Context: an optimization exercise on an open-source flow, tuned for small area, a short achievable clock period and few clock cycles per item. The choices shown serve that exercise and are no tape-out recipe.
The RTL was checked by simulation tests, not by an equivalence proof against the original design.
Power figures rest on the tool's default switching activity, not on a simulated workload.

## design/flow/design.v

```verilog
package ebpc_pkg;
  localparam logic [5-1:0] ALL_ONES = 5'b00000;
  localparam logic [5-1:0] DBXZ_DBPNZ = 5'b00001;
  localparam logic [5-1:0] TWO_ONES_PREFIX = 5'b00010;
  localparam logic [5-1:0] SINGLE_ONE_PREFIX = 5'b00011;
  parameter int unsigned   LOG_MAX_WORDS = 24;
  parameter int unsigned   LOG_MAX_ZRLE_LEN = 4;
  parameter int unsigned   MAX_ZRLE_LEN = 2**LOG_MAX_ZRLE_LEN;
  parameter int unsigned   LOG_DATA_W = 3;  
  parameter int unsigned   DATA_W = 2**LOG_DATA_W;
  parameter int unsigned   BLOCK_SIZE = 8;
  parameter int unsigned   MAX_SYMB_LEN = BLOCK_SIZE > 3+$clog2(DATA_W) ? (BLOCK_SIZE > 5+$clog2(BLOCK_SIZE) ? BLOCK_SIZE : 5+$clog2(BLOCK_SIZE)): (3+$clog2(DATA_W)> 5+$clog2(BLOCK_SIZE)? 3+$clog2(DATA_W) : 5+$clog2(BLOCK_SIZE));
  typedef enum             {
                            TWO,
                            THREE_PLUS_LOGM,
                            FIVE,
                            FIVE_PLUS_LOGN,
                            N
                            } symb_len_t;
  typedef struct packed {
    logic [0:DATA_W] [BLOCK_SIZE-2:0] dbp;
    logic [DATA_W-1:0]                base;
  } dbp_block_t;
  typedef struct packed {
    logic [MAX_SYMB_LEN-1:0] symb;
    symb_len_t            len;
    logic                 zero;
  } encoding_t;
endpackage  
module shift_streamer #(
  parameter int unsigned IW = 8    
) (
  input  logic          clk_i,
  input  logic          rst_ni,
  input  logic          vld_i,
  input  logic [IW-1:0] data_i,    
  input  logic [3:0]    len_i,
  input  logic          end_i,
  output logic          room_o,
  output logic          room_d_o,  
  output logic [7:0]    data_o,
  output logic          last_o,
  output logic          vld_o,
  input  logic          rdy_i
);
  logic [15:0] acc_d, acc_q;
  logic [4:0]  cnt_d, cnt_q;
  logic [1:0]  lb_d, lb_q;       
  logic [7:0]  o_d, o_q;
  logic        ol_d, ol_q, ov_d, ov_q, ovo_q;
  assign room_o   = (cnt_q <= 5'(16 - IW));
  assign room_d_o = (cnt_d <= 5'(16 - IW));
  assign data_o = o_q;
  assign last_o = ol_q;
  assign vld_o  = ovo_q;    
  always_comb begin
    logic [15:0] a;
    logic [4:0]  t, tp;
    logic [1:0]  lbn;
    logic        move, ge8;
    a   = acc_q;
    t   = cnt_q;
    if (vld_i) begin
      a = acc_q | ({data_i, {(16-IW){1'b0}}} >> cnt_q[3:0]);
      t = cnt_q + 5'(len_i);
    end
    tp  = t;
    lbn = lb_q;
    if (vld_i && end_i) begin
      if (t <= 5'd8) begin
        tp  = 5'd8;
        lbn = lb_q | 2'b10;
      end else begin
        tp  = 5'd16;
        lbn = lb_q | 2'b01;
      end
    end
    ge8 = (cnt_q >= 5'd8);
    if (vld_i) begin
      for (int l = 1; l <= IW; l++)
        if (len_i == 4'(l))
          ge8 = (cnt_q >= 5'(8 - l));
      if (end_i)
        ge8 = 1'b1;
    end
    move = ge8 && (!ov_q || rdy_i);
    o_d  = o_q;
    ol_d = ol_q;
    if (move) begin
      acc_d = {a[7:0], 8'd0};
      cnt_d = tp - 5'd8;
      lb_d  = {lbn[0], 1'b0};
      o_d   = a[15:8];
      ol_d  = lbn[1];
      ov_d  = 1'b1;
    end else begin
      acc_d = a;
      cnt_d = tp;
      lb_d  = lbn;
      ov_d  = ov_q && !rdy_i;
    end
  end
  always_ff @(posedge clk_i or negedge rst_ni) begin
    if (~rst_ni) begin
      acc_q <= '0;
      cnt_q <= '0;
      lb_q  <= '0;
      ov_q  <= 1'b0;
    end else begin
      acc_q <= acc_d;
      cnt_q <= cnt_d;
      lb_q  <= lb_d;
      ov_q  <= ov_d;
    end
  end
  always_ff @(posedge clk_i) begin
    ovo_q <= ov_d;
    o_q  <= o_d;
    ol_q <= ol_d;
  end
endmodule
import ebpc_pkg::*;
module dbx_compressor (
  input  logic [BLOCK_SIZE-2:0] dbp_i,
  input  logic [BLOCK_SIZE-2:0] dbx_i,
  output logic [7:0]            symb_o,
  output logic                  short_o     
);
  always_comb begin
    logic single, pair;
    logic [2:0] pos;
    single = 1'b0;
    pair   = 1'b0;
    pos    = '0;
    for (int i = 0; i < 7; i++)
      if (dbx_i == 7'(1 << i)) begin
        single = 1'b1;
        pos    = 3'(6 - i);
      end
    for (int i = 0; i < 6; i++)
      if (dbx_i == 7'(3 << i)) begin
        pair = 1'b1;
        pos  = 3'(5 - i);
      end
    short_o = 1'b0;
    if (&dbx_i) begin
      symb_o  = {ALL_ONES, 3'b000};
      short_o = 1'b1;
    end else if (~|dbp_i) begin
      symb_o  = {DBXZ_DBPNZ, 3'b000};
      short_o = 1'b1;
    end else if (single)
      symb_o = {SINGLE_ONE_PREFIX, pos};
    else if (pair)
      symb_o = {TWO_ONES_PREFIX, pos};
    else
      symb_o = {1'b1, dbx_i};
  end
endmodule
import ebpc_pkg::*;
module dbp_dbx_enc (
  input  logic                                   clk_i,
  input  logic                                   rst_ni,
  input  logic                                   take_i,     
  input  logic                                   nz_i,
  input  logic                                   last_i,
  input  logic [DATA_W-1:0]                      data_i,
  input  logic                                   coder_free_i,
  output logic                                   nz_ok_o,    
  output logic                                   full_d_o,
  input  logic                                   coder_free_d_i,
  output logic                                   nz_ok_d_o,  
  output logic                                   xfer_o,     
  output logic                                   tag_o,      
  output logic                                   open_o,     
  output logic                                   res_nz_o,   
  output logic                                   res_last_o, 
  output logic [0:BLOCK_SIZE-1][DATA_W-1:0]      words_o
);
  logic [0:BLOCK_SIZE-1][DATA_W-1:0] slot_q;
  logic [3:0]                        n_q, n_d, n_base;
  logic                              sealed_q, sealed_d;
  assign nz_ok_o   = (sealed_q || n_q == 4'd8) ? coder_free_i : 1'b1;
  assign full_d_o  = sealed_d || n_d == 4'd8;
  assign nz_ok_d_o = full_d_o ? coder_free_d_i : 1'b1;
  assign xfer_o     = coder_free_i && (sealed_q || n_q == 4'd8);
  assign tag_o      = sealed_q || (take_i && last_i && !nz_i);
  assign open_o     = !tag_o && !(take_i && nz_i);
  assign res_nz_o   = take_i && nz_i;
  assign res_last_o = take_i && last_i && !nz_i && n_q == 4'd0;
  always_comb
    for (int k = 0; k < BLOCK_SIZE; k++)
      words_o[k] = (4'(k) < n_q) ? slot_q[k] : '0;
  always_comb begin
    n_base   = xfer_o ? 4'd0 : n_q;
    n_d      = n_base;
    sealed_d = xfer_o ? 1'b0 : sealed_q;
    if (take_i && nz_i)
      n_d = n_base + 4'd1;
    if (take_i && last_i && (nz_i || n_base != 4'd0))
      sealed_d = 1'b1;
  end
  always_ff @(posedge clk_i or negedge rst_ni) begin
    if (~rst_ni) begin
      n_q      <= '0;
      sealed_q <= 1'b0;
    end else begin
      n_q      <= n_d;
      sealed_q <= sealed_d;
    end
  end
  always_ff @(posedge clk_i)
    for (int k = 0; k < BLOCK_SIZE; k++)
      if (take_i && nz_i && n_base == 4'(k))
        slot_q[k] <= data_i;
endmodule
import ebpc_pkg::*;
module seq_coder (
  input  logic                            clk_i,
  input  logic                            rst_ni,
  input  logic                            xfer_i,
  input  logic                            tag_i,
  input  logic                            open_i,
  input  logic                            res_nz_i,
  input  logic                            res_last_i,
  input  logic [DATA_W-1:0]               base_i,
  input  logic [0:BLOCK_SIZE-1][DATA_W-1:0] words_i,
  input  logic                            room_i,     
  output logic                            free_o,     
  output logic                            busy_d_o,
  output logic                            vld_o,
  output logic [7:0]                      code_o,
  output logic [3:0]                      len_o,
  output logic                            end_o
);
  logic [0:BLOCK_SIZE-1][DATA_W-1:0] e_d, e_q;     
  logic [1:BLOCK_SIZE-1]           b_d, b_q, b_n;  
  logic [BLOCK_SIZE-2:0]           p_n, p_0;       
  logic [BLOCK_SIZE-2:0]           q_q, q_d;       
  logic [BLOCK_SIZE-2:0]           p, x;
  logic [3:0]                      s_d, s_q;       
  logic [3:0]                      zr_d, zr_q;     
  logic                            xz_d, xz_q;     
  logic                            sl_d, sl_q;     
  logic                            xz2_d, xz2_q;   
  logic [1:BLOCK_SIZE-1]           z8;
  logic                            busy_d, busy_q, tag_d, tag_q, open_d, open_q;
  logic [7:0]                      symb;
  logic                            symb_short;
  assign free_o   = !busy_q && room_i;
  assign busy_d_o = busy_d;
  always_comb
    for (int k = 1; k < BLOCK_SIZE; k++) begin
      p[BLOCK_SIZE-1-k]   = e_q[k][0] ^ e_q[k-1][0] ^ b_q[k];
      b_n[k]              = (!e_q[k][0] && e_q[k-1][0]) || (!(e_q[k][0] ^ e_q[k-1][0]) && b_q[k]);
      p_n[BLOCK_SIZE-1-k] = e_q[k][1] ^ e_q[k-1][1] ^ b_n[k];
      p_0[BLOCK_SIZE-1-k] = words_i[k][0] ^ words_i[k-1][0];
      z8[k] = (e_q[k][1] == e_q[k-1][1]) || (b_n[k] == e_q[k-1][1]);
    end
  assign x = p ^ q_q;
  dbx_compressor compressor_i (
    .dbp_i  (p),
    .dbx_i  (x),
    .symb_o (symb),
    .short_o(symb_short)
  );
  always_comb begin
    logic adv, lastz, fin;
    logic [3:0] zeros;
    adv    = 1'b0;
    lastz  = 1'b0;
    fin    = 1'b0;
    busy_d = busy_q;
    tag_d  = tag_q;
    open_d = open_q;
    if (open_q && res_nz_i)
      open_d = 1'b0;
    if (open_q && res_last_i) begin
      open_d = 1'b0;
      tag_d  = 1'b1;
    end
    s_d    = s_q;
    zr_d   = zr_q;
    e_d    = e_q;
    b_d    = b_q;
    q_d    = q_q;
    vld_o  = 1'b0;
    code_o = '0;
    len_o  = '0;
    end_o  = 1'b0;
    zeros  = zr_q;
    xz_d   = xz_q;
    xz2_d  = xz2_q;
    sl_d   = sl_q;
    if (xfer_i) begin
      vld_o  = 1'b1;
      code_o = base_i;
      len_o  = 4'd8;
      busy_d = 1'b1;
      tag_d  = tag_i;
      open_d = open_i;
      s_d    = '0;
      zr_d   = '0;
      e_d    = words_i;
      b_d    = '0;
      q_d    = '0;
      sl_d   = 1'b0;
      xz_d   = (p_0 == '0);
      xz2_d  = 1'b0;
    end else if (busy_q) begin
      lastz = (s_q == 4'(DATA_W-1)) && xz_q && xz2_q;
      fin   = sl_q || lastz;
      if (xz_q && !fin) begin
        adv  = 1'b1;
        zr_d = zr_q + 4'd1;
      end else if (room_i && !(fin && open_q)) begin
        vld_o = 1'b1;
        if (xz_q || zr_q != '0) begin
          if (xz_q)
            zeros = zr_q + (lastz ? 4'd2 : 4'd1);
          if (zeros == 4'd1) begin
            code_o = 8'b01000000;
            len_o  = 4'd2;
          end else begin
            code_o = {3'b001, 3'(zeros - 4'd2), 2'b00};
            len_o  = 4'd6;
          end
          zr_d = '0;
        end else begin
          code_o = symb;
          len_o  = symb_short ? 4'd5 : 4'd8;
        end
        if (xz_q || zr_q == '0) begin
          if (fin) begin
            busy_d = 1'b0;
            end_o  = tag_q;
          end else
            adv = 1'b1;
        end
      end
      if (adv) begin
        s_d  = s_q + 4'd1;
        sl_d = (s_q == 4'(DATA_W-1));
        q_d  = p;
        xz_d  = (p_n == p);
        xz2_d = &z8;    
        b_d  = b_n;
        for (int k = 0; k < BLOCK_SIZE; k++)
          e_d[k] = {e_q[k][DATA_W-1], e_q[k][DATA_W-1:1]};
      end
    end
  end
  always_ff @(posedge clk_i or negedge rst_ni) begin
    if (~rst_ni) begin
      busy_q <= 1'b0;
      open_q <= 1'b0;
    end else begin
      busy_q <= busy_d;
      open_q <= open_d;
    end
  end
  always_ff @(posedge clk_i) begin
    tag_q <= tag_d;
    xz_q  <= xz_d;
    xz2_q <= xz2_d;
    sl_q  <= sl_d;
    s_q   <= s_d;
    zr_q  <= zr_d;
    e_q   <= e_d;
    b_q   <= b_d;
    q_q   <= q_d;
  end
endmodule
module zrle (
  input  logic       clk_i,
  input  logic       rst_ni,
  input  logic       vld_i,       
  input  logic       nz_i,        
  input  logic       last_i,      
  output logic [5:0] code_o,      
  output logic [3:0] len_o
);
  logic [3:0] zc_d, zc_q;
  always_comb begin
    zc_d   = zc_q;
    code_o = '0;
    len_o  = '0;
    if (nz_i) begin
      zc_d = '0;
      if (zc_q != '0) begin
        code_o = {1'b0, zc_q - 4'd1, 1'b1};
        len_o  = 4'd6;
      end else begin
        code_o = 6'b100000;
        len_o  = 4'd1;
      end
    end else if (zc_q == 4'd15 || last_i) begin
      zc_d   = '0;
      code_o = {1'b0, zc_q, 1'b0};
      len_o  = 4'd5;
    end else begin
      zc_d = zc_q + 4'd1;
    end
  end
  always_ff @(posedge clk_i or negedge rst_ni) begin
    if (~rst_ni) zc_q <= '0;
    else if (vld_i) zc_q <= zc_d;
  end
endmodule
module done_gen (
  input  logic clk_i,
  input  logic rst_ni,
  input  logic znz_fin_i,
  input  logic bpc_fin_i,
  output logic blk_done_o
);
  logic signed [3:0] diff_d, diff_q;
  logic              done_d, done_q;
  assign blk_done_o = done_q;
  always_comb begin
    diff_d = diff_q;
    done_d = 1'b0;
    if (znz_fin_i && bpc_fin_i) begin
      done_d = 1'b1;
    end else if (znz_fin_i) begin
      done_d = (diff_q < 0);
      diff_d = diff_q + 4'sd1;
    end else if (bpc_fin_i) begin
      done_d = (diff_q > 0);
      diff_d = diff_q - 4'sd1;
    end
  end
  always_ff @(posedge clk_i or negedge rst_ni) begin
    if (~rst_ni) begin
      diff_q <= '0;
      done_q <= 1'b0;
    end else begin
      diff_q <= diff_d;
      done_q <= done_d;
    end
  end
endmodule
import ebpc_pkg::*;
module ebpc_encoder
  (
   input logic               clk_i,
   input logic               rst_ni,
   input logic [DATA_W-1:0]  data_i,
   input logic               last_i,
   input logic               vld_i,
   output logic              rdy_o,
   output logic              idle_o,
   output logic [DATA_W-1:0] znz_data_o,
   output logic              znz_last_o,
   output logic              znz_vld_o,
   input logic               znz_rdy_i,
   output logic [DATA_W-1:0] bpc_data_o,
   output logic              bpc_last_o,
   output logic              bpc_vld_o,
   input logic               bpc_rdy_i,
   output logic              blk_done_o
   );
  logic              iv_q;
  logic [DATA_W-1:0] id_q;
  logic              il_q, inz_q;
  logic              take;
  logic              znz_room, nz_ok;
  logic [5:0]        znz_code;
  logic [3:0]        znz_len;
  logic              coder_free, xfer, xfer_tag;
  logic [0:BLOCK_SIZE-1][DATA_W-1:0] words;
  logic              bpc_room, code_vld, code_end;
  logic [7:0]        code;
  logic [3:0]        code_len;
  logic              xfer_open, res_nz, res_last;
  logic              full_d, coder_busy_d;
  logic              cv_q, ce_q, code_free;
  logic [7:0]        cd_q;
  logic [3:0]        cl_q;
  assign idle_o = 1'b0;
  logic              ok_q, ok_d, iv_d, inz_d;
  logic              znz_room_d, nz_ok_d, coder_free_d, bpc_room_d, cv_d;
  logic              accept;
  logic              rdy_q;    
  assign take   = iv_q && ok_q;
  assign rdy_o  = rdy_q;
  assign accept = vld_i && (!iv_q || ok_q);
  assign iv_d         = accept || (iv_q && !take);
  assign inz_d        = accept ? |data_i : inz_q;
  assign cv_d         = code_free ? code_vld : cv_q;
  assign coder_free_d = !coder_busy_d && (!cv_d || bpc_room_d);
  assign ok_d         = znz_room_d && (!inz_d || nz_ok_d);
  always_ff @(posedge clk_i or negedge rst_ni) begin
    if (~rst_ni)
      iv_q <= 1'b0;
    else
      iv_q <= iv_d;
  end
  always_ff @(posedge clk_i) begin
    ok_q  <= ok_d;
    rdy_q <= !iv_d || ok_d;
    if (accept) begin
      id_q  <= data_i;
      il_q  <= last_i;
      inz_q <= |data_i;
    end
  end
  zrle zrle_i (
    .clk_i (clk_i),
    .rst_ni(rst_ni),
    .vld_i (take),
    .nz_i  (inz_q),
    .last_i(il_q),
    .code_o(znz_code),
    .len_o (znz_len)
  );
  shift_streamer #(.IW(6)) znz_pack_i (
    .clk_i (clk_i),
    .rst_ni(rst_ni),
    .vld_i (take),
    .data_i(znz_code),
    .len_i (znz_len),
    .end_i (il_q),
    .room_o(znz_room),
    .room_d_o(znz_room_d),
    .data_o(znz_data_o),
    .last_o(znz_last_o),
    .vld_o (znz_vld_o),
    .rdy_i (znz_rdy_i)
  );
  dbp_dbx_enc collect_i (
    .clk_i       (clk_i),
    .rst_ni      (rst_ni),
    .take_i      (take),
    .nz_i        (inz_q),
    .last_i      (il_q),
    .data_i      (id_q),
    .coder_free_i(coder_free),
    .nz_ok_o     (nz_ok),
    .full_d_o    (full_d),
    .coder_free_d_i(coder_free_d),
    .nz_ok_d_o   (nz_ok_d),
    .xfer_o      (xfer),
    .tag_o       (xfer_tag),
    .open_o      (xfer_open),
    .res_nz_o    (res_nz),
    .res_last_o  (res_last),
    .words_o     (words)
  );
  seq_coder coder_i (
    .clk_i  (clk_i),
    .rst_ni (rst_ni),
    .xfer_i (xfer),
    .tag_i  (xfer_tag),
    .open_i (xfer_open),
    .res_nz_i  (res_nz),
    .res_last_i(res_last),
    .base_i (words[0]),
    .words_i(words),
    .room_i (code_free),
    .free_o (coder_free),
    .busy_d_o(coder_busy_d),
    .vld_o  (code_vld),
    .code_o (code),
    .len_o  (code_len),
    .end_o  (code_end)
  );
  assign code_free = !cv_q || bpc_room;
  always_ff @(posedge clk_i or negedge rst_ni) begin
    if (~rst_ni)
      cv_q <= 1'b0;
    else if (code_free)
      cv_q <= code_vld;
  end
  always_ff @(posedge clk_i) begin
    if (code_free) begin
      cd_q <= code;
      cl_q <= code_len;
      ce_q <= code_end;
    end
  end
  shift_streamer #(.IW(8)) bpc_pack_i (
    .clk_i (clk_i),
    .rst_ni(rst_ni),
    .vld_i (cv_q && bpc_room),
    .data_i(cd_q),
    .len_i (cl_q),
    .end_i (ce_q),
    .room_o(bpc_room),
    .room_d_o(bpc_room_d),
    .data_o(bpc_data_o),
    .last_o(bpc_last_o),
    .vld_o (bpc_vld_o),
    .rdy_i (bpc_rdy_i)
  );
  done_gen done_gen_i (
    .clk_i     (clk_i),
    .rst_ni    (rst_ni),
    .znz_fin_i (znz_vld_o && znz_rdy_i && znz_last_o),
    .bpc_fin_i (bpc_vld_o && bpc_rdy_i && bpc_last_o),
    .blk_done_o(blk_done_o)
  );
endmodule  
```

## design/flow/flow/run.sh

```bash
#!/bin/bash
# Standard layout, with repair_timing asked for extra setup slack against
# the design's own constraints (same SDC, same clock period).
cp standard.sh standard_copy.sh.txt 2>/dev/null
export SETUP_SLACK_MARGIN=8.6
bash standard.sh > standard_flow.log 2>&1
```

## design/flow/standard.sh

```bash
#!/bin/bash
# synth_recipe.tcl (not shown) runs the flow's synth.tcl, then flattens the netlist and writes it again
# the make line also repeats each setting of config.mk as NAME=value (left out here)
make -C /OpenROAD-flow-scripts/flow DESIGN_CONFIG=/design/flow/config.mk WORK_HOME=/design/flow/orfs CLKGATE_MAP_FILE= SYNTH_SCRIPT=/design/flow/synth_recipe.tcl "${@:-finish}"
```

## design/flow/config.mk

```make
export PLATFORM = sky130hd
export DESIGN_NAME = ebpc_encoder
export DESIGN_NICKNAME = ebpc_encoder
export VERILOG_FILES = /design/flow/design.v
export SDC_FILE = /design/flow/constraint.sdc
export NUM_CORES = 4
export LEC_CHECK = 0
export CAP_MARGIN = 20
export CORE_MARGIN = 2
export CORE_UTILIZATION = 55
export CTS_CLUSTER_DIAMETER = 100
export CTS_CLUSTER_SIZE = 25
export GPL_ROUTABILITY_DRIVEN = 0
export PLACE_DENSITY = 0.7
export SLEW_MARGIN = 20
```

## design/flow/constraint.sdc

```tcl
create_clock -name core_clock -period 12.0 [get_ports {clk_i}]
set_input_delay 2.4000 -clock core_clock [delete_from_list [all_inputs] [get_ports {clk_i}]]
set_output_delay 2.4000 -clock core_clock [all_outputs]
set_load 0.01 [all_outputs]
```

==> impl_metrics.py, run 1 <==
metrics = {
    "detailed_routing": {
        "antenna_left": 0,
        "via_count": 8877,
        "avgRoutedWirePerCell_um": 17.3,
        "drt_iter0_drc": 752,
        "via_per_inst": 5.79,
        "firstDrtPassIters": 5,
        "drc": 0,
        "totalWireLength_um": 26500,
    },
    "setup_path": {
        "worstPathCellList": "buf_2",
        "critical_path.top_delay_family": "flip-flops",
        "required_ns": 9.60,
        "worstSetupStartpointType": "register",
        "cp-startpoint": "znz_pack_i.ol_q",
        "rrSetupSlack_ns": 8.79,
        "worstRegToRegCells": 14,
        "r2r-start": "zrle_i.zc_q[0]",
        "worstReg2RegEnd": "rdy_q",
        "path_depth": 1,
        "arrival_ns": 1.07,
        "worstPathMaxFanout": 2,
        "cp_slowest_cell": "edfxtp_1",
        "endpoint_kind": "output port",
        "cpPeakStageDelay_ns": 0.41,
        "cp_num_buf_inv": 1,
        "critical_path_class": "register to output port",
    },
    "floorplanning": {
        "ioPinCount": 37,
        "initial_utilization_pct": 55.6,
        "core_um2": 23300,
        "rows": 56,
        "chipWidth_um": 158,
        "die_h_um": 158,
        "dieArea_um2": 24800,
    },
    "timing": {
        "setup_viol": 0,
        "tightest_slew_ns": 1.01,
        "setup_tns_ns": 0,
        "period_share_pct": 28.9,
        "maxSlewViolCount": 0,
        "hold_viol": 0,
        "rsz0062_at_grt": "yes",
        "fin_crit_ns": 3.47,
        "fin_ws_ns": 8.53,
        "max-slew-margin-rel_pct": 32.0,
        "skew_ns": 0.0322,
        "timing.fmax_mhz": 288,
    },
    "clocking": {
        "h-tree-depth": 1,
        "cts_tree": "built",
        "worstSkewPairLatency_ns": 0.51,
        "clk_pin_slew_ns": 0.10,
        "cts_max_path_buffers": 3,
        "cts-root-buf": "clkbuf_16",
        "cts_made_buffers": 14,
        "clock_sinks": 265,
        "cts_hold_buf": 0,
    },
    "final_layout": {
        "nets": 1252,
        "drive_gt1_share_pct": 11.5,
        "area_growth_pct": 8.98,
        "design_area_um2": 14100,
        "antennaDiodeCount": 0,
    },
    "placed_design": {
        "port_buffers": 35,
        "post_dp_cell_area_um2": 13600,
        "dp_hpwl_um": 17300,
        "pre_cts_ws_ns": 7.30,
    },
    "yosys": {
        "synth-edff-count": 170,
        "synthArstFlopShare_pct": 24.9,
        "synth.distinct_cells": 86,
        "syn-instance-count": 1201,
        "synth-main-ff-cell": "edfxtp_1",
        "syn_nets": 1248,
        "syn_area_um2": 13000,
        "avgSynthCellArea_um2": 10.8,
        "synth_warnings": 8,
        "synth_seq_cells": 265,
        "yosysSeqAreaShare_pct": 56.5,
    },
    "pwr": {
        "power.density_nw_per_um2": 299,
        "total_leakage_power_nw": 5.43,
        "ir_worst_vdd_mv": 0.176,
    },
    "run_status": {
        "status": "complete, no violations",
    },
    "global_routing": {
        "grt_use_total_pct": 21.8,
        "antenna_found_initial": 0,
        "grt_pass1_wl_um": 43200,
        "grt_max_degree": 78,
        "grt_pass1_vias": 8291,
        "gr-total-overflow": 0,
    },
    "hold_path": {
        "whs_path_depth": 2,
        "worstHoldEndpoint": "coder_i.s_q[1]",
        "hp-start": "coder_i.s_q[1]",
        "hp-class": "register to register",
    },
    "run": {
        "cap_violations": 0,
    },
}
[Yosys cell counts, drive strengths merged, types with 5 or more instances]
library cell	instances	area share, %
nor3	18	0.73
a2111oi	5	0.43
nor2b	10	0.50
a22o	8	0.54
nand2	181	5.2
nor2	86	2.5
o22ai	7	0.34
o21a	6	0.35
mux2	11	0.95
fa	11	1.7
o31ai	7	0.40
o21bai	6	0.38
a21o	18	1.0
nor4	7	0.39
and2	13	0.63
edfxtp	170	39
buf	24	1.1
clkbuf	42	1.2
mux2i	16	1.2
nand3	40	1.5
inv	35	1.0
xnor2	35	2.5
and3	16	0.78
o221ai	5	0.34
xor2	15	1.1
nand3b	6	0.35
ha	22	2.1
nand2b	11	0.59
a221o	6	0.46
dfxtp	29	4.5
o21ai	109	4.2
or3	5	0.24
a211oi	5	0.33
or2	7	0.34
a22oi	7	0.44
nand4	12	0.58
dfrtp	66	13
a31oi	12	0.67
a21oi	60	2.4
[sequential cells by signal, summed over array words and instances (netlist names), 2 cells and up]
name and count:
bpc_pack_i.acc_q 16, cd_q 8, id_q 8, bpc_pack_i.cnt_q 5, collect_i.slot_q 64, coder_i.zr_q 4, znz_pack_i.o_q 8, zrle_i.zc_q 4
collect_i.n_q 4, bpc_pack_i.lb_q 2, znz_pack_i.cnt_q 5, cl_q 4, coder_i.e_q 64, bpc_pack_i.o_q 8, znz_pack_i.acc_q 16, coder_i.q_q 7
coder_i.b_q 7, coder_i.s_q 4, done_gen_i.diff_q 4, znz_pack_i.lb_q 2
[per-layer routing]
layer | part of all wire, % | GRT usage, % | vias up
met3 | 3.1 | 2.08 | 18
met4 | 1.1 | 3.77 | 0
met2 | 48 | 35.8 | 143
li1 | - | - | 4361
met1 | 48 | 32.2 | 4355
met5 | 0 | 0 | -
[through the flow]
stage                     hold slack (ns)  cells  util, %  total power, mW
after floorplan                     0.436   1201        -             3.21
after global placement              0.459   1495     58.1             3.63
after detailed placement            0.470   1495     58.1             3.68
after CTS                           0.486   1528     60.2             4.23
after global routing                0.505   1532     60.6             4.58
final                               0.483   1532     60.6             4.23
[power breakdown]
group / total (mW) / switching, mW / internal (mW) / leakage (nW)
Sequential: 1.66 / 0.267 / 1.40 / 2.69
Combinational: 2.05 / 1.24 / 0.807 / 2.55
Clock: 0.516 / 0.290 / 0.226 / 0.195
Total: 4.23 / 1.80 / 2.43 / 5.43
[how the worst max path moves through the flow]
stage                                 to  slack (ns)
floorplan           done_gen_i.diff_q[3]        8.53
global placement                   rdy_q        7.37
global route                  znz_last_o        8.49
CTS                           znz_last_o        8.51
finish                        znz_last_o        8.53
detailed placement                 rdy_q        7.30
[cell families (layout without fill, tap and decap cells)]
logic type / count (synthesis) / after routing / synth area share [%]
AOI/OAI and AO/OA: 298 / 302 / 15.0
DFF: 265 / 265 / 56.5
xor gates and xnor gates: 50 / 50 / 3.58
muxes: 29 / 29 / 2.54
and+or+nand+nor: 422 / 422 / 15.2
buffers and inverters: 103 / 111 / 3.37
adders and majority gates: 33 / 33 / 3.82
other: 1 / 1 / 0.0289
[timing repair]
action	4_1_cts	5_1_grt
buffers inserted	5	4
resized for setup	111	18
gates cloned	4	0
setup endpoints to repair	157	69
pin swaps	2	7
endpoints found under the hold margin	0	0
[layout make-up]
type / instances / area [um2]
Inverter: 37 / 141
Sequential cell: 265 / 7340
Tap cell: 319 / 399
Clock inverter: 2 / 27.5
Clock buffer: 22 / 380
Multi-Input combinational cell: 837 / 5470
Timing Repair Buffer: 50 / 377
Fill cell: 1925 / 9190
[placed cells by master, fill, tap and decap left out, drive strengths merged, types with 15 or more instances in the layout]
cell / n
edfxtp: 170
dfrtp: 66
clkbuf: 24
ha: 22
nand3: 40
nor3: 18
dfxtp: 29
mux2i: 16
and3: 16
nand2: 181
o21ai: 109
nor2: 86
buf: 37
xnor2: 35
inv: 36
a21oi: 62
a21o: 18
xor2: 15
Testbench counts, summed over its fixed seeds: cycles 28,903, words 28,155.
==> run 2, diff against run 1 <==
--- a/design/flow/config.mk
+++ b/design/flow/config.mk
@@ -10,6 +10,6 @@
 export CORE_UTILIZATION = 55
 export CTS_CLUSTER_DIAMETER = 100
 export CTS_CLUSTER_SIZE = 25
-export GPL_ROUTABILITY_DRIVEN = 0
+export GPL_TIMING_DRIVEN = 0
 export PLACE_DENSITY = 0.7
 export SLEW_MARGIN = 20
==> run 2 against run 1 <==
Utilization up 0.99 points. Via count is 3.4% higher. Non-clock buffer count grew 61. Sequential cell count stayed put. Critical path depth stayed put. Setup slack improved by 0.0065 ns. Clock skew down 0.0088 ns. Critical path type unchanged.
==> impl_metrics.py, run 2 <==
metrics = {
    "setup_path": {
        "cp_num_buf_inv": 1,
        "critical_path.top_delay_family": "flip-flops",
        "worstPathMaxFanout": 2,
        "worstReg2RegEnd": "rdy_q",
        "rrSetupSlack_ns": 8.82,
        "endpoint_kind": "output port",
        "worstPathCellList": "clkbuf_2",
        "cp-startpoint": "znz_pack_i.ol_q",
        "required_ns": 9.60,
        "setup.worst_path.end": "znz_last_o",
        "path_depth": 1,
        "worstSetupStartpointType": "register",
        "arrival_ns": 1.06,
        "worstRegToRegCells": 14,
        "cpPeakStageDelay_ns": 0.42,
        "r2r-start": "zrle_i.zc_q[0]",
        "critical_path_class": "register to output port",
        "cp_slowest_cell": "edfxtp_1",
    },
    "timing": {
        "maxSlewViolCount": 0,
        "skew_ns": 0.0234,
        "max-slew-margin-rel_pct": 32.9,
        "setup_viol": 0,
        "fin_ws_ns": 8.54,
        "tightest_slew_ns": 1.00,
        "rsz0062_at_grt": "yes",
        "setup_tns_ns": 0,
        "fin_crit_ns": 3.46,
        "hold_viol": 0,
        "hold_ws_ns": 0.489,
        "period_share_pct": 28.8,
        "timing.fmax_mhz": 289,
    },
    "detailed_routing": {
        "totalWireLength_um": 28000,
        "avgRoutedWirePerCell_um": 17.6,
        "firstDrtPassIters": 5,
        "antenna_left": 0,
        "drt_iter0_drc": 828,
        "via_per_inst": 5.78,
        "via_count": 9178,
        "drc": 0,
    },
    "final_layout": {
        "seq_area_um2": 7340,
        "multiInputGateArea_um2": 5370,
        "final_common_cell": "nand2_1",
        "drive_gt1_share_pct": 11.5,
        "fill_cells": 1862,
        "final_cell_mix": "nand2_1 (179), edfxtp_1 (170), o21ai_0 (104), nor2_1 (85), dfrtp_1 (65)",
        "nets": 1309,
        "reg_top3": "coder_i.e_q: 64 flops, collect_i.slot_q: 64 flops",
        "area_growth_pct": 10.8,
        "antennaDiodeCount": 0,
        "fin_cells": 1589,
        "design_area_um2": 14400,
    },
    "yosys": {
        "synth_seq_cells": 265,
        "ys_top_cells_by_area": "edfxtp_1 (39%), dfrtp_1 (13%), nand2_1 (5.2%)",
        "post-synth-top-count-cell": "nand2_1",
        "yosys.area.top_type": "edfxtp_1",
        "syn-instance-count": 1201,
        "syn_nets": 1248,
        "synth_top_area_share_pct": 39.3,
        "synth_warnings": 8,
        "yosysSeqAreaShare_pct": 56.5,
        "synthArstFlopShare_pct": 24.9,
        "syn_area_um2": 13000,
        "synth-main-ff-cell": "edfxtp_1",
        "yosys-top-cells-count": "nand2_1 (181), edfxtp_1 (170), o21ai_0 (104)",
        "avgSynthCellArea_um2": 10.8,
        "synth-edff-count": 170,
        "synth.distinct_cells": 86,
    },
    "placed_design": {
        "port_buffers": 35,
        "dpl.cell_count": 1557,
        "dp_hpwl_um": 19500,
        "pre_cts_ws_ns": 7.86,
        "gp_congestion": 0.861,
        "post_dp_cell_area_um2": 13900,
    },
    "floorplanning": {
        "die_h_um": 158,
        "chipWidth_um": 158,
        "rows": 56,
        "ioPinCount": 37,
        "initial_utilization_pct": 55.6,
        "core_um2": 23300,
        "dieArea_um2": 24800,
    },
    "pwr": {
        "ir_worst_vdd_mv": 0.194,
        "total_leakage_power_nw": 5.58,
        "power.density_nw_per_um2": 302,
    },
    "clocking": {
        "cts_made_buffers": 14,
        "clock_sinks": 265,
        "cts-root-buf": "clkbuf_16",
        "h-tree-depth": 1,
        "cts_hold_buf": 0,
        "worstSkewPairLatency_ns": 0.50,
        "cts_max_path_buffers": 3,
        "cts_tree": "built",
        "clk_pin_slew_ns": 0.10,
    },
    "global_routing": {
        "grt_pass1_vias": 8571,
        "gr-total-overflow": 0,
        "grt_max_degree": 55,
        "grt_pass1_wl_um": 45800,
        "grt_use_total_pct": 23.1,
        "antenna_found_initial": 0,
    },
    "run": {
        "cap_violations": 0,
    },
    "run_status": {
        "status": "complete, no violations",
    },
    "hold_path": {
        "hp-class": "register to register",
    },
}
run 2: cell counts after synthesis:
Identical to the previous run, type by type.
run 2: worst min path at each step:
stage | from | to | slack (ns) | cells past startpoint
floorplan | coder_i.xz2_q | coder_i.xz2_q | 0.44 | 2
global placement | bpc_pack_i.acc_q[3] | bpc_pack_i.acc_q[3] | 0.46 | 2
finish | coder_i.b_q[6] | coder_i.b_q[6] | 0.49 | 2
CTS | coder_i.b_q[6] | coder_i.b_q[6] | 0.49 | 2
detailed placement | bpc_pack_i.acc_q[6] | bpc_pack_i.acc_q[6] | 0.47 | 2
global route | coder_i.s_q[1] | coder_i.s_q[1] | 0.52 | 2
run 2: routing by layer:
layer / wire [um] / vias up / track usage [%] / share of wire (%)
met1: 13100 / 4498 / 34.6 / 47
met4: 223 / 0 / 3.25 / 0.80
met5: 0 / - / 0 / 0
met2: 13300 / 205 / 37.2 / 48
met3: 1320 / 14 / 2.79 / 4.7
li1: - / 4461 / - / -
run 2: kinds of logic after synthesis:
group	Yosys count	synth area share, %
DFF	265	56.5
adders and majority gates	33	3.82
and+or+nand+nor	422	15.2
xor gates and xnor gates	50	3.58
other	1	0.0289
buffers and inverters	103	3.37
muxes	29	2.54
AOI/OAI and AO/OA	298	15.0
run 2: power breakdown:
part	switching, mW	leakage [nW]	total [mW]	internal [mW]
Sequential	0.188	2.69	1.58	1.40
Combinational	1.36	2.67	2.21	0.845
Clock	0.289	0.215	0.547	0.257
Total	1.84	5.58	4.34	2.50
run 2: final cells by class:
class / instances / share of cell area [%]
Tap cell: 319 / 2.78
Sequential cell: 265 / 51.1
Multi-Input combinational cell: 833 / 37.3
Clock inverter: 3 / 0.348
Buffer: 66 / 2.21
Clock buffer: 21 / 2.77
Timing Repair Buffer: 45 / 2.50
Inverter: 37 / 0.984
run 2: per-stage QoR:
step                util, %  total power, mW
finish                 61.6             4.34
CTS                    61.2             4.32
detailed placement     59.4             3.79
global route           61.6             4.68
global placement       59.2             3.73
floorplan                 -             3.21
run 2: what timing repair did:
item                                    CTS  global route
pin swaps                                 4             3
resized for setup                       100            14
endpoints found under the setup margin   69            77
buffers inserted                          2             6
==> run 3, diff against run 2 <==
--- a/design/flow/config.mk
+++ b/design/flow/config.mk
@@ -10,6 +10,5 @@
 export CORE_UTILIZATION = 55
 export CTS_CLUSTER_DIAMETER = 100
 export CTS_CLUSTER_SIZE = 25
-export GPL_TIMING_DRIVEN = 0
 export PLACE_DENSITY = 0.7
 export SLEW_MARGIN = 20
==> run 3 against run 2 <==
Register-to-register slack lost 0.03 ns. Cell count is 3.6% lower. Still clean on timing, DRC and antenna. Clock skew increased by 0.0088 ns. Non-clock buffer count is 61 lower. Largest power group unchanged.
==> impl_metrics.py, run 3 <==
metrics = {
    "run_status": {
        "status": "complete, no violations",
    },
    "setup_path": {
        "worstSetupStartpointType": "register",
        "cpPeakStageDelay_ns": 0.41,
        "critical_path_class": "register to output port",
        "arrival_ns": 1.07,
        "cp_num_buf_inv": 1,
        "required_ns": 9.60,
        "critical_path.top_delay_family": "flip-flops",
        "cp_slowest_cell": "edfxtp_1",
        "worstPathCellList": "buf_2",
        "endpoint_kind": "output port",
        "rrSetupSlack_ns": 8.79,
        "worstPathMaxFanout": 2,
    },
    "detailed_routing": {
        "drt_iter0_drc": 752,
        "totalWireLength_um": 26500,
        "antenna_left": 0,
        "avgRoutedWirePerCell_um": 17.3,
        "firstDrtPassIters": 5,
        "via_per_inst": 5.79,
        "via_count": 8877,
        "drc": 0,
    },
    "floorplanning": {
        "chipWidth_um": 158,
        "die_h_um": 158,
        "initial_utilization_pct": 55.6,
        "ioPinCount": 37,
        "dieArea_um2": 24800,
        "core_um2": 23300,
        "rows": 56,
    },
    "yosys": {
        "post-synth-top-count-cell": "nand2_1",
        "synthAdderAreaFrac_pct": 3.82,
        "avgSynthCellArea_um2": 10.8,
        "synth-main-ff-cell": "edfxtp_1",
        "ys_top_cells_by_area": "edfxtp_1 (39%), dfrtp_1 (13%), nand2_1 (5.2%)",
        "syn-instance-count": 1201,
        "synth_top_area_share_pct": 39.3,
        "synth.distinct_cells": 86,
        "synth_top_family_by_area": "simple AND/OR/NAND/NOR gates",
        "yosys-top-cells-count": "nand2_1 (181), edfxtp_1 (170), o21ai_0 (104)",
        "yosysSeqAreaShare_pct": 56.5,
        "yosys.area.top_type": "edfxtp_1",
        "synth_compound_area_share_pct": 15.0,
        "synthArstFlopShare_pct": 24.9,
        "synthXorXnorAreaFrac_pct": 3.58,
        "synthMuxAreaShare_pct": 2.54,
        "synth-edff-count": 170,
        "synth_seq_cells": 265,
        "synth_warnings": 8,
        "synth-simple-area-share_pct": 15.2,
        "syn_nets": 1248,
        "syn_area_um2": 13000,
    },
    "clocking": {
        "cts-root-buf": "clkbuf_16",
        "worstSkewPairLatency_ns": 0.51,
        "cts_made_buffers": 14,
        "h-tree-depth": 1,
        "clk_pin_slew_ns": 0.10,
        "cts_max_path_buffers": 3,
        "clock_sinks": 265,
        "cts_tree": "built",
    },
    "timing": {
        "skew_ns": 0.0322,
        "setup_viol": 0,
        "hold_viol": 0,
        "fin_crit_ns": 3.47,
        "timing.fmax_mhz": 288,
        "rsz0062_at_grt": "yes",
        "maxSlewViolCount": 0,
        "period_share_pct": 28.9,
        "max-slew-margin-rel_pct": 32.0,
        "tightest_slew_ns": 1.01,
        "setup_tns_ns": 0,
    },
    "final_layout": {
        "area_growth_pct": 8.98,
        "antennaDiodeCount": 0,
        "final_cell_mix": "nand2_1 (179), edfxtp_1 (170), o21ai_0 (103), nor2_1 (85), dfrtp_1 (62)",
        "final_common_cell": "nand2_1",
        "final_util_pct": 60.6,
        "nets": 1252,
        "drive_gt1_share_pct": 11.5,
        "fill_cells": 1925,
        "reg_top3": "coder_i.e_q: 64 flops, collect_i.slot_q: 64 flops",
    },
    "placed_design": {
        "port_buffers": 35,
        "dp_hpwl_um": 17300,
        "gp_congestion": 0.850,
    },
    "pwr": {
        "total_leakage_power_nw": 5.43,
        "ir_worst_vdd_mv": 0.176,
        "power.density_nw_per_um2": 299,
    },
    "run": {
        "cap_violations": 0,
    },
    "global_routing": {
        "grt_max_degree": 78,
        "antenna_found_initial": 0,
        "grt_pass1_vias": 8291,
        "grt_pass1_wl_um": 43200,
        "gr-total-overflow": 0,
        "grt_use_total_pct": 21.8,
    },
    "hold_path": {
        "hp-class": "register to register",
    },
}
run 3: per-layer routing:
metal / vias up / part of all wire (%) / global-route usage (%)
met3: 18 / 3.1 / 2.08
met2: 143 / 48 / 35.8
li1: 4361 / - / -
met5: - / 0 / 0
met4: 0 / 1.1 / 3.77
met1: 4355 / 48 / 32.2
run 3: report_power, final:
group / total, mW / internal (mW) / switching (mW)
Clock: 0.516 / 0.226 / 0.290
Combinational: 2.05 / 0.807 / 1.24
Sequential: 1.66 / 1.40 / 0.267
Total: 4.23 / 2.43 / 1.80
run 3: through the flow:
stage | hold WS, ns | instances | setup slack (ns) | total power [mW] | instance area, um2
after floorplan | 0.436 | 1201 | 8.53 | 3.21 | 13100
after global placement | 0.459 | 1495 | 7.37 | 3.63 | 13600
after detailed placement | 0.470 | 1495 | 7.30 | 3.68 | 13600
after CTS | 0.486 | 1528 | 8.51 | 4.23 | 14100
after global routing | 0.505 | 1532 | 8.49 | 4.58 | 14100
final | 0.483 | 1532 | 8.53 | 4.23 | 14100
run 3: layout make-up:
| class | count | area [um2] | area share [%] |
|---|---|---|---|
| timing repair buffer | 50 | 377 | 2.66 |
| multi-input combinational | 837 | 5470 | 38.7 |
| inverter | 37 | 141 | 1.00 |
| clock inverter | 2 | 27.5 | 0.195 |
| clock buffer | 22 | 380 | 2.69 |
| sequential | 265 | 7340 | 51.9 |
| tap | 319 | 399 | 2.82 |
run 3: cell families (layout without fill, tap and decap cells):
family                     after synthesis  in the layout
and+or+nand+nor                        422            422
AOI/OAI and AO/OA                      298            302
DFF                                    265            265
buffers and inverters                  103            111
xor gates and xnor gates                50             50
adders and majority gates               33             33
muxes                                   29             29
other                                    1              1
run 3: timing repair:
item	CTS	global route
buffers inserted	5	4
gates resized for setup	111	18
hold buffers	0	0
pin swaps	2	7
setup endpoints to repair	157	69
endpoints found under the hold margin	0	0
gates cloned	4	0
run 3: path summary, 6_finish.rpt:
path                                        to            start  cells after the start
max                                 znz_last_o  znz_pack_i.ol_q                      1
max in group asynchronous  bpc_pack_i.cnt_q[3]           rst_ni                      2
min                             coder_i.s_q[1]   coder_i.s_q[1]                      2
min in group asynchronous  bpc_pack_i.acc_q[8]           rst_ni                      2
max reg2reg                              rdy_q   zrle_i.zc_q[0]                     14
min reg2reg                     coder_i.s_q[1]   coder_i.s_q[1]                      2
run 3: worst register-to-register path, delay by kind of cell, from the launching register on:
| family | cells | cell delay [ns] |
|---|---|---|
| buffers and inverters | 1 | 0.17 |
| AOI/OAI and AO/OA | 5 | 0.78 |
| xor gates and xnor gates | 1 | 0.19 |
| DFF | 1 | 0.45 |
| adders and majority gates | 3 | 0.72 |
| and+or+nand+nor | 4 | 0.77 |
==> run 4, diff against run 3 <==
--- a/design/flow/config.mk
+++ b/design/flow/config.mk
@@ -5,6 +5,7 @@
 export SDC_FILE = /design/flow/constraint.sdc
 export NUM_CORES = 4
 export LEC_CHECK = 0
+export ABC_AREA = 1
 export CAP_MARGIN = 20
 export CORE_MARGIN = 2
 export CORE_UTILIZATION = 55
==> run 4 against run 3 <==
Still clean on timing, DRC and antenna. Non-clock buffer count is 4 higher. Via count is 1.9% higher. Synthesized cell count is 9.4% higher. Worst hold slack worse by 0.0042 ns. Fmax is 0.25% higher. Global-route usage is 0.35 points higher. Utilization is 0.75 points higher. First-iteration DRC count is 13% lower. Critical endpoint unchanged.
==> impl_metrics.py, run 4 <==
metrics = {
    "floorplanning": {
        "rows": 55,
        "ioPinCount": 37,
        "chipWidth_um": 156,
        "die_h_um": 156,
        "core_um2": 22600,
        "dieArea_um2": 24300,
        "initial_utilization_pct": 56.1,
    },
    "final_layout": {
        "area_growth_pct": 9.43,
        "drive_gt1_share_pct": 9.88,
        "final_cell_mix": "nand2_1 (297), edfxtp_1 (170), o21ai_0 (148), inv_1 (128), nor2_1 (102)",
        "nets": 1395,
        "fill_cells": 1906,
        "final_common_cell": "nand2_1",
        "antennaDiodeCount": 0,
        "reg_top3": "coder_i.e_q: 64 flops, collect_i.slot_q: 64 flops",
    },
    "global_routing": {
        "antenna_found_initial": 0,
        "grt_pass1_vias": 8638,
        "grt_pass1_wl_um": 43300,
        "grt_use_total_pct": 22.1,
        "gr-total-overflow": 0,
        "grt_max_degree": 78,
    },
    "yosys": {
        "synth_warnings": 8,
        "synth_seq_cells": 265,
        "syn_nets": 1361,
        "syn-instance-count": 1314,
        "synth-main-ff-cell": "edfxtp_1",
        "yosys-top-cells-count": "nand2_1 (301), edfxtp_1 (170), o21ai_0 (149)",
        "synthArstFlopShare_pct": 24.9,
        "yosysSeqAreaShare_pct": 57.8,
        "ys_top_cells_by_area": "edfxtp_1 (40%), dfrtp_1 (13%), nand2_1 (8.9%)",
        "syn_area_um2": 12700,
        "post-synth-top-count-cell": "nand2_1",
        "synth-edff-count": 170,
        "avgSynthCellArea_um2": 9.66,
        "yosys.area.top_type": "edfxtp_1",
        "synth.distinct_cells": 55,
        "synth_top_area_share_pct": 40.2,
    },
    "clocking": {
        "cts_max_path_buffers": 3,
        "cts_hold_buf": 0,
        "clock_sinks": 265,
        "clk_pin_slew_ns": 0.10,
        "h-tree-depth": 1,
        "cts_made_buffers": 14,
        "worstSkewPairLatency_ns": 0.51,
        "cts-root-buf": "clkbuf_16",
        "cts_tree": "built",
    },
    "detailed_routing": {
        "antenna_left": 0,
        "firstDrtPassIters": 8,
        "drt_iter0_drc": 655,
        "via_per_inst": 5.51,
        "via_count": 9044,
        "totalWireLength_um": 26100,
        "drc": 0,
        "avgRoutedWirePerCell_um": 15.9,
    },
    "run": {
        "cap_violations": 0,
    },
    "timing": {
        "hold_viol": 0,
        "setup_viol": 0,
        "rsz0062_at_grt": "yes",
        "skew_ns": 0.0308,
        "max-slew-margin-rel_pct": 41.7,
        "timing.fmax_mhz": 289,
        "fin_crit_ns": 3.46,
        "fin_ws_ns": 8.54,
        "setup_tns_ns": 0,
        "maxSlewViolCount": 0,
        "hold_ws_ns": 0.479,
        "tightest_slew_ns": 0.874,
        "period_share_pct": 28.8,
    },
    "setup_path": {
        "critical_path.top_delay_family": "flip-flops",
        "cp_num_buf_inv": 1,
        "required_ns": 9.60,
        "cp_slowest_cell": "edfxtp_1",
        "critical_path_class": "register to output port",
        "r2r-start": "coder_i.e_q[48]",
        "cp-startpoint": "znz_pack_i.ol_q",
        "worstSetupStartpointType": "register",
        "worstPathCellList": "buf_2",
        "endpoint_kind": "output port",
        "worstPathMaxFanout": 2,
        "arrival_ns": 1.06,
        "cpPeakStageDelay_ns": 0.40,
    },
    "placed_design": {
        "dp_hpwl_um": 17700,
        "port_buffers": 35,
        "pre_cts_ws_ns": 7.30,
        "gp_congestion": 0.840,
    },
    "pwr": {
        "total_power_mw": 4.27,
        "power.density_nw_per_um2": 308,
        "ir_worst_vdd_mv": 0.135,
        "total_leakage_power_nw": 5.82,
    },
    "hold_path": {
        "hp-class": "register to register",
        "hp-start": "coder_i.sl_q",
    },
    "run_status": {
        "status": "complete, no violations",
    },
}
-- run 4: changes by cell type after synthesis, moves of 14 or more --
cell / change
a21o_1: -16
and3_1: -15
clkbuf_1: -19
inv_1: +96
mux2i_1: -15
nand2_1: +120
nand3_1: +14
nor2_1: +21
o21ai_0: +45
xnor2_1: -20
-- run 4: cells by family (layout without fill, tap and decap cells) --
group | count (synthesis) | count (layout) | synth area share (%)
flops | 265 | 265 | 57.8
xor+xnor | 41 | 41 | 2.95
compound gates | 268 | 269 | 12.0
other cells | 1 | 1 | 0.0295
fa+ha+maj | 33 | 33 | 3.90
mux | 1 | 1 | 0.0789
simple gates | 527 | 527 | 17.6
buf+inv | 178 | 219 | 5.61
-- run 4: what timing repair did --
action,CTS,global route
gates cloned,3,0
setup buffers,8,4
pin swaps,1,2
setup endpoints to repair,234,128
gates resized for setup,114,16
endpoints found under the hold margin,0,0
-- run 4: worst reg2reg max path, stage by stage, from the launching register on --
cell      delay (ns)
edfxtp_1        0.41
inv_1           0.08
fa_1            0.65
xor2_2          0.35
inv_1           0.16
nor2_2          0.27
nand3_1         0.14
o21ai_1         0.19
nand3b_1        0.14
inv_1           0.05
nand2_1         0.08
inv_1           0.07
nand2_1         0.14
o21ai_0         0.16
-- run 4: path summary, 6_finish.rpt --
check / slack, ns / endpoint / depth (start not counted)
max: 8.54 / znz_last_o / 1
min: 0.48 / coder_i.sl_q / 1
max reg2reg: 8.81 / cd_q[7] / 13
min reg2reg: 0.48 / coder_i.sl_q / 1
max in group asynchronous: 9.28 / bpc_pack_i.cnt_q[0] / 2
min in group asynchronous: 2.09 / bpc_pack_i.acc_q[14] / 2
-- run 4: routing by layer --
| layer | wire, um | track usage (%) |
|---|---|---|
| met1 | 12300 | 32.2 |
| met2 | 12400 | 36.6 |
| met3 | 980 | 2.17 |
| met4 | 527 | 4.85 |
| met5 | 0 | 0 |
-- run 4: area by class of cell --
class	count	area (um2)	area share (%)
Clock buffer	22	390	2.81
Clock inverter	2	25.0	0.180
Inverter	140	541	3.89
Multi-Input combinational cell	872	4800	34.5
Sequential cell	265	7340	52.9
Tap cell	285	357	2.57
Timing Repair Buffer	54	428	3.08
Timing Repair inverter	1	7.51	0.0540
-- run 4: power breakdown --
group / switching, mW / internal, mW / total (mW)
registers: 0.230 / 1.43 / 1.66
logic: 1.38 / 0.716 / 2.10
clock network: 0.287 / 0.231 / 0.517
total: 1.90 / 2.37 / 4.27
-- run 4: metrics by stage --
stage               instances  cell area [um2]  util [%]
floorplan                1314            12700         -
global placement         1602            13300      58.7
finish                   1641            13900      61.4
detailed placement       1602            13300      58.8
global route             1641            13900      61.4
CTS                      1637            13800      61.0
==> run 5, diff against run 4 <==
==> design/flow/flow/run.sh (replaced) <==
#!/bin/bash
# Standard layout, with repair_timing asked for extra setup slack against
# the design's own constraints (same SDC, same clock period).
cp standard.sh standard_copy.sh.txt 2>/dev/null
export SETUP_SLACK_MARGIN=8.8
bash standard.sh > standard_flow.log 2>&1
==> run 5 against run 4 <==
Largest cell class unchanged. Wire length barely moved. Highest routed layer unchanged. Synthesized cell count did not move. Sequential share of layout area fell by 0.62 points. Clock-buffer cell count did not move. Still clean on timing, DRC and antenna. Sequential power barely moved. Fmax rose by 0.25%. Combinational power rose by 3%. Cell area rose by 1.2%. Cell count rose by 0.30%. Power rose by 1.3%. Register-to-register slack improved by 0.17 ns. Largest power group unchanged. Critical path depth did not move.
==> impl_metrics.py, run 5 <==
metrics = {
    "run_status": {
        "status": "complete, no violations",
    },
    "yosys": {
        "post-synth-top-count-cell": "nand2_1",
        "synth.distinct_cells": 55,
        "synthArstFlopShare_pct": 24.9,
        "avgSynthCellArea_um2": 9.66,
        "syn-instance-count": 1314,
        "synth_warnings": 8,
        "synth-edff-count": 170,
        "synth_top_area_share_pct": 40.2,
        "syn_nets": 1361,
        "ys_top_cells_by_area": "edfxtp_1 (40%), dfrtp_1 (13%), nand2_1 (8.9%)",
        "synth_seq_cells": 265,
        "yosysSeqAreaShare_pct": 57.8,
        "yosys-top-cells-count": "nand2_1 (301), edfxtp_1 (170), o21ai_0 (149)",
        "yosys.area.top_type": "edfxtp_1",
        "syn_area_um2": 12700,
        "synth-main-ff-cell": "edfxtp_1",
    },
    "final_layout": {
        "nets": 1400,
        "final_common_cell": "nand2_1",
        "design_area_um2": 14100,
        "drive_gt1_share_pct": 12.1,
        "final_cell_mix": "nand2_1 (293), edfxtp_1 (170), o21ai_0 (146), inv_1 (125), nor2_1 (99)",
        "reg_top3": "coder_i.e_q: 64 flops, collect_i.slot_q: 64 flops",
        "fill_cells": 1839,
        "area_growth_pct": 10.8,
        "antennaDiodeCount": 0,
    },
    "pwr": {
        "power.switching_mw": 1.92,
        "seqPwrFrac_pct": 38.3,
        "ir_worst_vdd_mv": 0.147,
        "pwr-share-comb_pct": 49.8,
        "total_leakage_power_nw": 5.94,
        "power.density_nw_per_um2": 308,
        "p_int_mw": 2.40,
        "swShare_pct": 44.4,
        "pwr-share-clk_pct": 11.8,
        "total_power_mw": 4.33,
    },
    "timing": {
        "setup_viol": 0,
        "maxSlewViolCount": 0,
        "hold_viol": 0,
        "skew_ns": 0.0236,
        "setup_tns_ns": 0,
        "fin_crit_ns": 3.45,
        "rsz0062_at_grt": "yes",
        "timing.fmax_mhz": 290,
        "fin_ws_ns": 8.55,
        "period_share_pct": 28.8,
        "tightest_slew_ns": 0.863,
        "max-slew-margin-rel_pct": 42.5,
    },
    "setup_path": {
        "worstPathCellList": "buf_2",
        "cp_slowest_cell": "edfxtp_1",
        "worstReg2RegEnd": "cd_q[7]",
        "r2r-start": "coder_i.e_q[48]",
        "worstPathMaxFanout": 2,
        "worstSetupStartpointType": "register",
        "path_depth": 1,
        "cpPeakStageDelay_ns": 0.41,
        "critical_path.top_delay_family": "flip-flops",
        "cp-startpoint": "znz_pack_i.ol_q",
        "arrival_ns": 1.05,
        "worstRegToRegCells": 13,
        "required_ns": 9.60,
        "cp_num_buf_inv": 1,
        "rrSetupSlack_ns": 8.98,
        "setup.worst_path.end": "znz_last_o",
        "endpoint_kind": "output port",
        "critical_path_class": "register to output port",
    },
    "clocking": {
        "cts_max_path_buffers": 3,
        "worstSkewPairLatency_ns": 0.51,
        "clk_pin_slew_ns": 0.10,
        "h-tree-depth": 1,
        "clock_sinks": 265,
        "cts_hold_buf": 0,
        "cts_tree": "built",
        "cts-root-buf": "clkbuf_16",
        "cts_made_buffers": 14,
    },
    "global_routing": {
        "grt_pass1_wl_um": 43000,
        "gr-total-overflow": 0,
        "grt_use_total_pct": 21.9,
        "grt_pass1_vias": 8562,
        "antenna_found_initial": 0,
        "grt_max_degree": 82,
    },
    "placed_design": {
        "gp_congestion": 0.843,
        "port_buffers": 35,
        "dp_hpwl_um": 17400,
        "post_dp_cell_area_um2": 13300,
        "pre_cts_ws_ns": 7.27,
    },
    "detailed_routing": {
        "via_per_inst": 5.52,
        "antenna_left": 0,
        "avgRoutedWirePerCell_um": 15.9,
        "firstDrtPassIters": 5,
        "via_count": 9082,
        "drt_iter0_drc": 699,
        "drc": 0,
        "totalWireLength_um": 26100,
    },
    "hold_path": {
        "hp-class": "register to register",
        "whs_path_depth": 1,
    },
    "run": {
        "cap_violations": 0,
    },
    "floorplanning": {
        "dieArea_um2": 24300,
        "ioPinCount": 37,
        "die_h_um": 156,
        "core_um2": 22600,
        "chipWidth_um": 156,
        "initial_utilization_pct": 56.1,
        "rows": 55,
    },
}
[run 5: final cells by class]
cell class,count,area [um2],area share [%]
sequential,265,7350,52.3
multi-input combinational,873,4910,34.9
inverter,140,544,3.87
clock inverter,2,27.5,0.196
timing repair buffer,59,498,3.54
clock buffer,22,380,2.71
tap,285,357,2.54
[run 5: kinds of logic (layout without fill, tap and decap cells)]
| kind of cell | Yosys count | in the layout | share of synthesized area (%) |
|---|---|---|---|
| AND/OR/NAND/NOR | 527 | 528 | 17.6 |
| AO/OA/AOI/OAI | 268 | 269 | 12.0 |
| flip-flops | 265 | 265 | 57.8 |
| buffers and inverters | 178 | 223 | 5.61 |
| XOR/XNOR | 41 | 41 | 2.95 |
| adder cells (fa/ha/maj) | 33 | 33 | 3.90 |
| other | 1 | 1 | 0.0295 |
| multiplexers | 1 | 1 | 0.0789 |
[run 5: stage by stage]
step	cells	hold WS, ns	utilization, %
after detailed placement	1601	0.463	58.8
after CTS	1634	0.497	61.0
after floorplan	1314	0.441	-
after global routing	1646	0.513	62.1
after global placement	1601	0.452	58.8
final	1646	0.491	62.1
[run 5: power groups by stage]
stage | combinational, mW | sequential, mW | clock (mW)
final | 2.16 | 1.66 | 0.512
after global routing | 2.46 | 1.70 | 0.560
after CTS | 2.07 | 1.65 | 0.527
after detailed placement | 2.04 | 1.67 | 0
after global placement | 2.00 | 1.66 | 0
after floorplan | 1.57 | 1.60 | 0
[run 5: layer usage]
layer / track usage [%] / up-vias / part of all wire (%)
met2: 35.7 / 203 / 48
li1: - / 4493 / -
met1: 32.0 / 4355 / 46
met4: 3.45 / 0 / 1.2
met5: 0 / - / 0
met3: 3.31 / 31 / 5.2
[run 5: worst min path at each step]
| stage | startpoint | end | slack [ns] |
|---|---|---|---|
| after floorplan | coder_i.sl_q | coder_i.sl_q | 0.44 |
| after global placement | coder_i.sl_q | coder_i.sl_q | 0.45 |
| after detailed placement | coder_i.sl_q | coder_i.sl_q | 0.46 |
| after CTS | bpc_pack_i.lb_q[0] | bpc_pack_i.lb_q[0] | 0.50 |
| after global routing | coder_i.s_q[2] | coder_i.s_q[2] | 0.51 |
| final | coder_i.sl_q | coder_i.sl_q | 0.49 |
[run 5: timing repair]
| item | in CTS | in global routing |
|---|---|---|
| resized for setup | 124 | 43 |
| pin swaps | 4 | 11 |
| setup buffers | 8 | 10 |
| cloned | 1 | 2 |
| setup endpoints to repair | 278 | 142 |
==> run 6, diff against run 5 <==
==> design/flow/flow/run.sh (replaced) <==
#!/bin/bash
# Standard layout, with repair_timing asked for extra setup slack against
# the design's own constraints (same SDC, same clock period).
cp standard.sh standard_copy.sh.txt 2>/dev/null
export SETUP_SLACK_MARGIN=8.4
bash standard.sh > standard_flow.log 2>&1
==> run 6 against run 5 <==
Highest routed layer unchanged. Critical path depth is the same. Fmax down 3.4%. Die area stayed put. Still clean on timing, DRC and antenna. Global-route usage is 0.42 points lower. Worst hold slack worse by 0.0066 ns. Clock-buffer cell count did not move.
==> impl_metrics.py, run 6 <==
metrics = {
    "run_status": {
        "status": "complete, no violations",
    },
    "setup_path": {
        "arrival_ns": 1.17,
        "worstReg2RegEnd": "rdy_q",
        "cpPeakStageDelay_ns": 0.39,
        "endpoint_kind": "output port",
        "required_ns": 9.60,
        "critical_path_class": "register to output port",
        "rrSetupSlack_ns": 8.73,
        "critical_path.top_delay_family": "flip-flops",
        "r2r-start": "zrle_i.zc_q[1]",
        "worstPathCellList": "dlygate4sd2_1",
        "worstSetupStartpointType": "register",
        "cp_slowest_cell": "dfxtp_1",
        "worstPathMaxFanout": 2,
        "cp_num_buf_inv": 1,
        "worstRegToRegCells": 22,
    },
    "timing": {
        "rsz0062_at_grt": "yes",
        "period_share_pct": 29.8,
        "maxSlewViolCount": 0,
        "max-slew-margin-rel_pct": 42.0,
        "skew_ns": 0.0173,
        "setup_tns_ns": 0,
        "fin_crit_ns": 3.57,
        "timing.fmax_mhz": 280,
        "setup_viol": 0,
        "hold_viol": 0,
        "tightest_slew_ns": 0.870,
    },
    "pwr": {
        "total_leakage_power_nw": 5.79,
        "power.density_nw_per_um2": 306,
        "ir_worst_vdd_mv": 0.172,
    },
    "yosys": {
        "syn_area_um2": 12700,
        "post-synth-top-count-cell": "nand2_1",
        "synth_seq_cells": 265,
        "yosys-top-cells-count": "nand2_1 (301), edfxtp_1 (170), o21ai_0 (149)",
        "synth-edff-count": 170,
        "syn-instance-count": 1314,
        "synth.distinct_cells": 55,
        "yosysSeqAreaShare_pct": 57.8,
        "syn_nets": 1361,
        "avgSynthCellArea_um2": 9.66,
        "synthArstFlopShare_pct": 24.9,
        "synth-main-ff-cell": "edfxtp_1",
        "synth_warnings": 8,
        "yosys.area.top_type": "edfxtp_1",
        "synth_top_area_share_pct": 40.2,
        "ys_top_cells_by_area": "edfxtp_1 (40%), dfrtp_1 (13%), nand2_1 (8.9%)",
    },
    "global_routing": {
        "grt_pass1_vias": 8256,
        "grt_use_total_pct": 21.5,
        "grt_pass1_wl_um": 41600,
        "grt_max_degree": 82,
        "gr-total-overflow": 0,
        "antenna_found_initial": 0,
    },
    "floorplanning": {
        "die_h_um": 156,
        "core_um2": 22600,
        "ioPinCount": 37,
        "initial_utilization_pct": 56.1,
        "rows": 55,
        "chipWidth_um": 156,
        "dieArea_um2": 24300,
    },
    "clocking": {
        "cts-root-buf": "clkbuf_16",
        "clk_pin_slew_ns": 0.10,
        "h-tree-depth": 1,
        "worstSkewPairLatency_ns": 0.50,
        "cts_max_path_buffers": 3,
        "clock_sinks": 265,
        "cts_made_buffers": 14,
        "cts_tree": "built",
    },
    "detailed_routing": {
        "antenna_left": 0,
        "via_per_inst": 5.41,
        "avgRoutedWirePerCell_um": 15.7,
        "drc": 0,
        "via_count": 8840,
        "firstDrtPassIters": 5,
        "totalWireLength_um": 25700,
        "drt_iter0_drc": 667,
    },
    "final_layout": {
        "multiInputGateArea_um2": 4740,
        "drive_gt1_share_pct": 6.75,
        "final_util_pct": 61.1,
        "fill_cells": 1912,
        "nets": 1388,
        "antennaDiodeCount": 0,
        "reg_top3": "coder_i.e_q: 64 flops, collect_i.slot_q: 64 flops",
        "area_growth_pct": 8.94,
        "seq_area_um2": 7340,
        "final_common_cell": "nand2_1",
        "final_cell_mix": "nand2_1 (300), edfxtp_1 (170), o21ai_0 (148), inv_1 (128), nor2_1 (103)",
    },
    "placed_design": {
        "port_buffers": 35,
        "gp_congestion": 0.828,
        "dp_hpwl_um": 17500,
    },
    "hold_path": {
        "hp-start": "coder_i.sl_q",
        "hp-class": "register to register",
        "whs_path_depth": 1,
        "worstHoldEndpoint": "coder_i.sl_q",
    },
    "run": {
        "cap_violations": 0,
    },
}
==> run 6: cell counts after synthesis <==
Identical to the previous run, type by type.
==> run 6: worst max path at each step <==
stage	start	endpoint	slack, ns	depth (start not counted)
global placement	bpc_pack_i.cnt_q[1]	rdy_q	7.37	13
detailed placement	bpc_pack_i.cnt_q[1]	cd_q[0]	7.30	10
floorplan	znz_rdy_i	done_gen_i.diff_q[3]	8.41	7
finish	znz_pack_i.ovo_q	znz_vld_o	8.43	1
CTS	vld_i	rdy_q	8.41	9
global route	znz_pack_i.ovo_q	znz_vld_o	8.38	1
==> run 6: metrics by stage <==
step	worst slack (ns)	hold WS, ns	power (mW)	area, um2	instances
6_report	8.43	0.485	4.23	13800	1634
5_1_grt	8.38	0.501	4.59	13800	1634
4_1_cts	8.41	0.489	4.22	13700	1629
3_5_place_dp	7.30	0.467	3.69	13300	1602
3_3_place_gp	7.37	0.457	3.65	13300	1602
2_1_floorplan	8.41	0.441	3.15	12700	1314
==> run 6: layout make-up <==
cell class / count / share of cell area (%)
clock buffers: 22 / 2.90
clock inverters: 2 / 0.0905
inverters: 140 / 3.93
multi-input cells: 872 / 34.3
flip-flops and latches: 265 / 53.1
well taps: 285 / 2.58
repair buffers: 47 / 3.08
repair inverters: 1 / 0.0543
==> run 6: cells by family (layout without fill, tap and decap cells) <==
family	after synthesis	in the layout	share of synthesized area, %
compound gates	268	269	12.0
xor+xnor	41	41	2.95
fa+ha+maj	33	33	3.90
buf+inv	178	212	5.61
flops	265	265	57.8
mux	1	1	0.0789
other cells	1	1	0.0295
simple gates	527	527	17.6
==> run 6: repair_timing <==
item | in CTS | in global routing
resized for setup | 38 | 19
hold buffers | 0 | 0
pin swaps | 0 | 1
setup endpoints to repair | 110 | 89
setup buffers | 2 | 4
cloned | 1 | 1
==> run 6: where the power goes <==
| group | internal, mW | leakage [nW] | total (mW) | switching, mW |
|---|---|---|---|---|
| combinational | 0.695 | 2.89 | 2.06 | 1.36 |
| clock | 0.236 | 0.199 | 0.523 | 0.287 |
| sequential | 1.42 | 2.71 | 1.65 | 0.226 |
| total | 2.35 | 5.79 | 4.23 | 1.87 |
==> run 6: metal layers <==
metal | GRT usage [%] | vias up | part of all wire (%)
met5 | 0 | - | 0
met4 | 4.41 | 0 | 1.7
met3 | 2.47 | 29 | 4.6
met2 | 35.0 | 196 | 47
met1 | 31.5 | 4160 | 46
li1 | - | 4455 | -

-- port drivers added, routing unchanged --
The flow's constraints put no driver on any port. The routed layouts listed below were extracted and timed again, unchanged, in two steps. Step 1 assumes that a clkbuf_16 drives the clock port and a buf_2 every other input. Step 2 moves the port delays by t, midway between the first and last clock arrival at a register: inputs arrive t later, outputs are due t later. That takes back most of the time a late clock gives input paths. a / b / c = ideal / step 1 / step 2; a / b = the first two.
| run | t (ns) | setup WS [ns] | worst slew at a driven data input, ns |
|---|---|---|---|
| run 1 | 0.544 | 8.532 / 8.484 / 8.161 | 0.03 |
| run 2 | 0.540 | 8.538 / 8.491 / 8.134 | 0.04 |
| run 3 | 0.544 | 8.532 / 8.484 / 8.161 | 0.03 |
| run 4 | 0.540 | 8.540 / 8.494 / 8.206 | 0.03 |
| run 5 | 0.542 | 8.549 / 8.500 / 8.360 | 0.03 |
| run 6 | 0.538 | 8.429 / 8.382 / 8.117 | 0.04 |
After both steps every run listed still meets setup and hold. For run 2, which loses most, drivers alone change the setup slack by -0.047 ns; drivers and shift together by -0.404 ns.
